Context: an optimization exercise on an open-source flow, tuned for small area. The choices shown serve that exercise and are no tape-out recipe.
In this exercise RTL edits were held to simulation tests only and were not proved equivalent to the original.
No activity file was given, so power comes from the tool's default toggle rates.

==> v7: inputs <==
==> flow/design.v <==
module xspi_sopi_controller (
    input  wire        clk,
    input  wire        rst_n,
    output wire        cs_n,
    output wire        sck,
    output wire [7:0]  io_out,
    input  wire [7:0]  io_in,
    output wire        io_oe,
    input  wire        start,
    input  wire [7:0]  command_in,
    input  wire [47:0] address_in,
    input  wire [63:0] wr_data_in,
    output wire [63:0] rd_data,
    output reg         done,
    output wire        crc_ca_match,
    output wire        crc_data_match,
    output wire        crc_ca_error,
    output wire        crc_data_error,
    input  wire        crc_ca_error_slave,
    input  wire        crc_data_error_slave
);
    reg [4:0]  cnt;       
    reg [1:0]  rc;        
    reg [55:0] ca;        
    reg [63:0] dat;       
    reg [7:0]  crc;
    reg        ca_err;
    wire idle = (cnt == 5'd0);
    wire [7:0] cmd = ca[55:48];
    wire rd = (cmd == 8'hFF);
    wire wr = (cmd == 8'hA5);
    wire c9  = (cnt == 5'd9);
    wire c10 = (cnt == 5'd10);
    wire c25 = (cnt == 5'd25);
    wire sh_ca = (cnt >= 5'd2) && (cnt <= 5'd8);
    wire d_tx  = !rd && (cnt >= 5'd10) && (cnt <= 5'd17);
    wire d_rx  = rd && (cnt >= 5'd16) && (cnt <= 5'd23);
    wire rx    = rd && (c9 || cnt >= 5'd16);
    wire crc_zero = (crc == 8'h00);
    assign io_out = sh_ca ? ca[55:48] : d_tx ? dat[63:56] : crc;
    wire [7:0] x = rx ? io_in : io_out;
    wire crc_hold = (cnt == 5'd8) || (cnt == 5'd17 && !rd) || (cnt == 5'd23);
    wire [7:0] s0 = crc ^ x;
    wire [7:0] s1 = s0[7] ? ((s0 << 1) ^ 8'h07) : (s0 << 1);
    wire [7:0] s2 = s1[7] ? ((s1 << 1) ^ 8'h07) : (s1 << 1);
    wire [7:0] s3 = s2[7] ? ((s2 << 1) ^ 8'h07) : (s2 << 1);
    wire [7:0] s4 = s3[7] ? ((s3 << 1) ^ 8'h07) : (s3 << 1);
    wire [7:0] s5 = s4[7] ? ((s4 << 1) ^ 8'h07) : (s4 << 1);
    wire [7:0] s6 = s5[7] ? ((s5 << 1) ^ 8'h07) : (s5 << 1);
    wire [7:0] s7 = s6[7] ? ((s6 << 1) ^ 8'h07) : (s6 << 1);
    wire [7:0] s8 = s7[7] ? ((s7 << 1) ^ 8'h07) : (s7 << 1);
    wire fin = c25 || (cnt == 5'd18 && !rd) || (c9 && !rd && !wr);
    assign crc_data_match = c25 && crc_zero;
    assign crc_data_error = c25 && !crc_zero;
    assign crc_ca_match   = rd && c10 && crc_zero;
    assign crc_ca_error   = rd && (c10 ? !crc_zero : (ca_err && (cnt > 5'd10 || done)));
    wire err = crc_ca_error_slave || crc_data_error_slave || crc_data_error;
    wire again = err && (rc != 2'd3);
    assign cs_n  = (cnt <= 5'd1);
    assign io_oe = (cnt >= 5'd2) && (cnt <= 5'd9 || !rd);
    assign sck   = 1'b0;
    assign rd_data = dat;
    always @(posedge clk or negedge rst_n) begin
        if (!rst_n) begin
            cnt  <= 5'd0;
            done <= 1'b0;
            crc  <= 8'h00;
        end else begin
            if (!crc_hold)
                crc <= s8;
            done <= fin && !err;
            if (idle)
                cnt <= start ? 5'd1 : 5'd0;
            else if (fin)
                cnt <= again ? 5'd1 : 5'd0;
            else
                cnt <= cnt + 5'd1;
        end
    end
    always @(posedge clk) begin
        if (idle)
            rc <= 2'd0;
        else if (fin && err)
            rc <= rc + 2'd1;
        if (idle)
            ca <= {command_in, address_in};
        else if (sh_ca)
            ca <= {ca[47:0], ca[55:48]};
        if (idle)
            dat <= wr_data_in;
        else if (d_tx || d_rx)
            dat <= {dat[55:0], x};
        if (c10)
            ca_err <= !crc_zero;
    end
endmodule
==> flow/run.sh <==
#!/bin/bash
# synth_recipe.tcl (not shown) runs the flow's synth.tcl, then flattens the netlist and writes it again
# the make line also repeats each setting of config.mk as NAME=value (left out here)
make -C /OpenROAD-flow-scripts/flow DESIGN_CONFIG=/design/flow/config.mk WORK_HOME=/design/flow/orfs CLKGATE_MAP_FILE= SYNTH_SCRIPT=/design/flow/synth_recipe.tcl finish
==> flow/config.mk <==
export PLATFORM = sky130hd
export DESIGN_NAME = xspi_sopi_controller
export DESIGN_NICKNAME = xspi_sopi_controller
export VERILOG_FILES = /design/flow/design.v
export SDC_FILE = /design/flow/constraint.sdc
export NUM_CORES = 4
export LEC_CHECK = 0
export CAP_MARGIN = 20
export CORE_MARGIN = 2
export CORE_UTILIZATION = 40
export PLACE_DENSITY = 0.6
export SLEW_MARGIN = 20
==> flow/constraint.sdc <==
create_clock -name core_clock -period 5.0 [get_ports {clk}]
set_input_delay 1.0000 -clock core_clock [delete_from_list [all_inputs] [get_ports {clk}]]
set_output_delay 1.0000 -clock core_clock [all_outputs]
set_load 0.01 [all_outputs]
==> inputs of v11, as changes to v7 <==
--- a/flow/design.v
+++ b/flow/design.v
@@ -38,2 +38,5 @@
     wire rx    = rd && (c9 || cnt >= 5'd16);
+    wire d_sh  = d_tx || d_rx;
+    wire ca_hd = !idle && !sh_ca;
+    wire d_hd  = !idle && !d_sh;
     wire crc_zero = (crc == 8'h00);
@@ -84,10 +87,8 @@
             rc <= rc + 2'd1;
-        if (idle)
-            ca <= {command_in, address_in};
-        else if (sh_ca)
-            ca <= {ca[47:0], ca[55:48]};
-        if (idle)
-            dat <= wr_data_in;
-        else if (d_tx || d_rx)
-            dat <= {dat[55:0], x};
+        ca  <= ({56{idle}} & {command_in, address_in}) |
+               ({56{sh_ca}} & {ca[47:0], ca[55:48]}) |
+               ({56{ca_hd}} & ca);
+        dat <= ({64{idle}} & wr_data_in) |
+               ({64{d_sh}} & {dat[55:0], x}) |
+               ({64{d_hd}} & dat);
         if (c10)
==> flow/flow/run.sh (new file) <==
#!/bin/bash
# Standard layout, with every port buffered by the smallest buffer cell
# instead of the cell buffer_ports picks by default.
set -euo pipefail
export BUFFER_PORTS_ARGS="-buffer_cell sky130_fd_sc_hd__buf_1"
bash standard.sh finish > standard_flow.log 2>&1
==> flow/standard.sh (new file) <==
#!/bin/bash
# synth_recipe.tcl (not shown) runs the flow's synth.tcl, then flattens the netlist and writes it again
# the make line also repeats each setting of config.mk as NAME=value (left out here)
make -C /OpenROAD-flow-scripts/flow DESIGN_CONFIG=/design/flow/config.mk WORK_HOME=/design/flow/orfs CLKGATE_MAP_FILE= SYNTH_SCRIPT=/design/flow/synth_recipe.tcl "${@:-finish}"
- CORE_UTILIZATION: 40 -> 65
- CTS_BUF_LIST: not set -> sky130_fd_sc_hd__clkbuf_4 sky130_fd_sc_hd__clkbuf_8
- PLACE_DENSITY: 0.6 -> 0.8
removed: flow/run.sh
==> results by group <==
Logic synthesis
  – Simple-Gate Fraction of Synth Area: 25.4%
  – Syn nets: 863

Power and ir drop
  – Sequential power: 2800 uW
  – Sw frac: 39.2%
  – Pwr dens: 810 mW/mm^2

Cells and area
  – Non-Clock Inverter Count: 4
  – Finished Cell Area: 0.00978 sq mm

Timing
  – F_max: 245 MHz

CTS
  – CTS Root Cell: clkbuf_16
  – Clock latency (worst-skew pair): between 0.4 and 0.5 ns

Routing
  – Detailed-route via count: 5,844

Run status
  – Status: finished clean

Worst setup path
  – CP max FO: 18

GRT
  – Met3 Track Usage GR: 7.59%

Placement
  – Dpl ws: 1.38 ns
That was v7.
==> results by group <==
Run status
  – Status: finished clean

Power and ir drop
  – Sw frac: 47.8%

GRT
  – Met3 Track Usage GR: 8.48%

Timing
  – F_max: 245 MHz

Logic synthesis
  – Syn nets: slightly below 900
  – Simple-Gate Fraction of Synth Area: 22.9%

Cells and area
  – Non-Clock Inverter Count: 8
  – Finished Cell Area: 0.00750 sq mm

CTS
  – CTS Root Cell: clkbuf_8
  – Clock latency (worst-skew pair): ~0.43 ns

Worst setup path
  – CP max FO: 58
That was v11.

[re-timing with driven ports]
The results above use ideal ports. As a check the final layouts listed here were re-extracted and re-timed, cells and wires unchanged.
Step 1 (the two cells are an assumption about what drives the block):
set clk [get_ports {clk}]
set_driving_cell -lib_cell sky130_fd_sc_hd__clkbuf_16 $clk
set_driving_cell -lib_cell sky130_fd_sc_hd__buf_2 [delete_from_list [all_inputs] $clk]
Step 2 adds t to the input delays and takes it off the output delays; t is the mean of the earliest and latest rising clock arrival at the registers after step 1. Input paths then give back, and output paths get back, about the clock's delay inside the block.
Slacks: ideal / step 1 / step 2; pairs: ideal / step 1.
run | t (ns) | setup WS [ns] | hold slack, ns
v7 | 0.458 | 0.916 / 0.876 / 1.334 | 0.514 / 0.514 / 0.514
v11 | 0.456 | 0.923 / 0.888 / 1.344 | 0.444 / 0.444 / 0.444
After both steps every run listed still meets setup and hold.
